What follows belongs to an exercise in optimizing a design on an open flow for small area and a short achievable clock period; a production flow would make more cautious choices.
Only simulation tests tie the RTL to the original design; equivalence was not proved.

## job 1999
==> flow/design.v (excerpt) <==
module FPU(clk, A, B, opcode, O, flags);
	input clk;
	input [31:0] A, B;
	input [1:0] opcode;
	output [31:0] O;
	output [6:0] flags;
	wire az = ~|A[30:23];
	wire bz = ~|B[30:23];
	wire [7:0]  ea = {A[30:24], A[23] | az};
	wire [7:0]  eb = {B[30:24], B[23] | bz};
	wire [23:0] ma = {~az, A[22:0]};
	wire [23:0] mb = {~bz, B[22:0]};
	wire sx = A[31];
	wire sy = B[31] ^ opcode[0];
	wire [30:0] cmp_x = B[30:0];
	wire [30:0] cmp_y = ~A[30:0];
	wire [30:0] c_g = cmp_x & cmp_y;
	wire [30:0] c_p = cmp_x ^ cmp_y;
	wire c_G0_m1 = c_g[0] | (c_p[0] & 1'b1);
	wire c_G2_1 = c_g[2] | (c_p[2] & c_g[1]);
	wire c_P2_1 = c_p[2] & c_p[1];
	wire c_G4_3 = c_g[4] | (c_p[4] & c_g[3]);
	wire c_P4_3 = c_p[4] & c_p[3];
	wire c_G6_5 = c_g[6] | (c_p[6] & c_g[5]);
	wire c_P6_5 = c_p[6] & c_p[5];
	wire c_G8_7 = c_g[8] | (c_p[8] & c_g[7]);
	wire c_P8_7 = c_p[8] & c_p[7];
	wire c_G10_9 = c_g[10] | (c_p[10] & c_g[9]);
	wire c_P10_9 = c_p[10] & c_p[9];
	wire c_G12_11 = c_g[12] | (c_p[12] & c_g[11]);
	wire c_P12_11 = c_p[12] & c_p[11];
	wire c_G14_13 = c_g[14] | (c_p[14] & c_g[13]);
	wire c_P14_13 = c_p[14] & c_p[13];
	wire c_G16_15 = c_g[16] | (c_p[16] & c_g[15]);
	wire c_P16_15 = c_p[16] & c_p[15];
	wire c_G18_17 = c_g[18] | (c_p[18] & c_g[17]);
	wire c_P18_17 = c_p[18] & c_p[17];
	wire c_G20_19 = c_g[20] | (c_p[20] & c_g[19]);
	wire c_P20_19 = c_p[20] & c_p[19];
	wire c_G22_21 = c_g[22] | (c_p[22] & c_g[21]);
	wire c_P22_21 = c_p[22] & c_p[21];
	wire c_G24_23 = c_g[24] | (c_p[24] & c_g[23]);
	wire c_P24_23 = c_p[24] & c_p[23];
  ...
Size in the first run: ~3,100 cells after synthesis, roughly 6 flip-flops, about 110 I/O pins, ~0.022 mm^2 of cells after synthesis.
export LEC_CHECK = 0
export ABC_AREA = 1
export CAP_MARGIN = 20
export CORE_MARGIN = 2
export CORE_UTILIZATION = 50
export SETUP_SLACK_MARGIN = 4.5
export SLEW_MARGIN = 20
export SYNTH_HIERARCHICAL = 1
export SYNTH_MINIMUM_KEEP_SIZE = 0
create_clock -name core_clock -period 21.0 [get_ports {clk}]
standard.sh (not shown) runs the stock make flow with config.mk's settings and CLKGATE_MAP_FILE= SYNTH_SCRIPT=/design/flow/synth_recipe.tcl, a recipe that flattens the netlist after the stock synthesis.
==> flow/flow/run.sh <==
#!/bin/bash
# Layout flow: the standard flow (standard.sh: ORFS synthesis to the
# final layout), with the input and output port buffers taken from
# sky130_fd_sc_hd__buf_2 instead of the cell buffer_ports picks by itself.
# ORFS writes each step's log under orfs/logs; make's own output goes to
# standard.log here.
set -euo pipefail
bash standard.sh BUFFER_PORTS_ARGS="-buffer_cell sky130_fd_sc_hd__buf_2" finish > standard.log 2>&1
Edits applied to the flow inputs when going from job 1999 to job 8819:
==> flow/flow/run.sh <==
#!/bin/bash
# Layout flow: the standard flow (standard.sh: ORFS synthesis to the
# final layout), with the input and output port buffers taken from
# sky130_fd_sc_hd__buf_4 instead of the cell buffer_ports picks by itself.
# ORFS writes each step's log under orfs/logs; make's own output goes to
# standard.log here.
set -euo pipefail
bash standard.sh BUFFER_PORTS_ARGS="-buffer_cell sky130_fd_sc_hd__buf_4" finish > standard.log 2>&1
--- a/flow/config.mk
+++ b/flow/config.mk
@@ -9,6 +9,6 @@
 export CAP_MARGIN = 20
 export CORE_MARGIN = 2
-export CORE_UTILIZATION = 50
-export SETUP_SLACK_MARGIN = 4.5
+export CORE_UTILIZATION = 65
+export SETUP_SLACK_MARGIN = 3
 export SLEW_MARGIN = 20
 export SYNTH_HIERARCHICAL = 1
Results
- Job 8819 | stages: all done | timing, DRC, antenna: all pass
- A critical path endpoint of O[21] is what job 8819 shows, while O[7] belongs to job 1999.
- Max number of logic inverters in the finished layout across job 1999 and job 8819: job 1999
- On wire length of the first global-routing pass, job 1999 loses to job 8819.
- In the final reports, the cell area of job 8819 is smaller than that of job 1999.
- Setup WNS job 1999 -> job 8819: worse
- Footprint of the multi-input gates is higher on job 1999
- | worst slack after detailed placement | job 8819 vs job 1999 | better |
- Against job 1999, job 8819 comes in about 7% lower on final cell count.
## Diff of input files: job 5048 against job 8819
--- a/flow/config.mk
+++ b/flow/config.mk
@@ -9,6 +9,6 @@
 export CAP_MARGIN = 20
 export CORE_MARGIN = 2
-export CORE_UTILIZATION = 65
-export SETUP_SLACK_MARGIN = 3
+export CORE_UTILIZATION = 50
+export SETUP_SLACK_MARGIN = 5
 export SLEW_MARGIN = 20
 export SYNTH_HIERARCHICAL = 1
Notes after the runs:
Job 5048: full flow OK, the timing, DRC and antenna checks passed
Going from job 8819 to job 5048, core utilization -7.1 points, setup slack after placement -0.13 ns, share of the clock period used by the worst path after layout -7.9 points, first-pass detailed-route iteration total -6, post-synthesis adder-cell area fraction ~0 delta.
Routed wire length, job 5048 and job 8819: smaller value in job 8819
From job 8819 to job 5048 the numbers moved as follows: tap cell count has increased; first-pass GRT wire length has increased; die area has increased; fmax has increased.
[inputs] job 1657 vs job 5048
==> flow/flow/run.sh <==
#!/bin/bash
# Layout flow: the standard flow (standard.sh: ORFS synthesis to the
# final layout) with two changes: synthesis maps with an area-oriented ABC
# script (flow/synth.tcl), and the input and output port buffers are
# sky130_fd_sc_hd__buf_4 instead of the cell buffer_ports picks by itself.
# ORFS writes each step's log under orfs/logs; make's own output goes to
# standard.log here.
set -euo pipefail
here=$(pwd)
bash standard.sh SYNTH_SCRIPT="$here/flow/synth.tcl" BUFFER_PORTS_ARGS="-buffer_cell sky130_fd_sc_hd__buf_4" finish > standard.log 2>&1
==> flow/flow/abc_area_nodelay.script (new file) <==
strash
dch
map -a
topo
stime -c
buffer -c
upsize -c
dnsize -c
==> flow/flow/synth.tcl (new file) <==
# synth_recipe.tcl (the standard synthesis: ORFS synth.tcl without the
# fsm and share passes, then flatten and rename), with ORFS's ABC area
# script replaced by flow/abc_area_nodelay.script (area-oriented mapping
# without ORFS's delay bound).
set my_dir [file dirname [file normalize [info script]]]
set f [open $::env(SCRIPTS_DIR)/synth.tcl]; set synth_txt [read $f]; close $f
set pre "source \$::env(SCRIPTS_DIR)/synth_preamble.tcl"
set synth_txt [string map [list $pre "$pre\nset abc_args \[lreplace \$abc_args 1 1 [file join $my_dir abc_area_nodelay.script]\]"] $synth_txt]
set f [open [file join $my_dir .. synth_recipe.tcl]]; set my_txt [read $f]; close $f
set my_txt [string map [list "source \$::env(SCRIPTS_DIR)/synth.tcl" "eval \$synth_txt"] $my_txt]
eval $my_txt
--- a/flow/config.mk
+++ b/flow/config.mk
@@ -10,5 +10,5 @@
 export CORE_MARGIN = 2
 export CORE_UTILIZATION = 50
-export SETUP_SLACK_MARGIN = 5
+export SETUP_SLACK_MARGIN = 3
 export SLEW_MARGIN = 20
 export SYNTH_HIERARCHICAL = 1
--- outcome ---
Job 1657: full flow OK, the timing, DRC and antenna checks passed. In the reports for job 5048 and job 1657, the larger final instance area belongs to job 5048. Job 5048 and job 1657 ended up with nearly the same share of cell area taken by flip-flops and latches. Comparing global-route usage for job 5048 and job 1657, the smaller number came from job 1657. Delta(final period utilization, job 1657 - job 5048) > 0. Delta(quantity of gates resized following cts, job 1657 - job 5048) < 0. Changes observed in job 1657 relative to job 5048: met3 demand-to-capacity share in global routing now sits lower; total length of routed wires lower.

re-timing with driven ports:
The flow's constraints put no driver on any port. The routed layouts listed below were extracted and timed again, unchanged, in two steps.
Step 1, drivers: a clkbuf_16 drives clk and a buf_2 each remaining input, both assumed.
Step 2, shift: input delay + t, output delay - t, t = (earliest + latest rising clock arrival at the registers) / 2. This alone moves slack from input paths to output paths.
a / b / c = ideal ports / drivers / drivers and shift; a / b = the first two.
run | t, ns | setup WS [ns] | worst setup path after step 2
job 1999 | 0.263 | 4.749 / 4.722 / 4.722 | input to output
job 8819 | 0.259 | 3.299 / 3.276 / 3.276 | input to output
job 5048 | 0.260 | 4.964 / 4.911 / 4.911 | input to output
job 1657 | 0.258 | 3.418 / 3.384 / 3.384 | input to output
After both steps every run listed still meets setup and hold. The setup slack of job 5048, which loses most, moves by -0.053 ns with the drivers and by -0.053 ns with both steps.
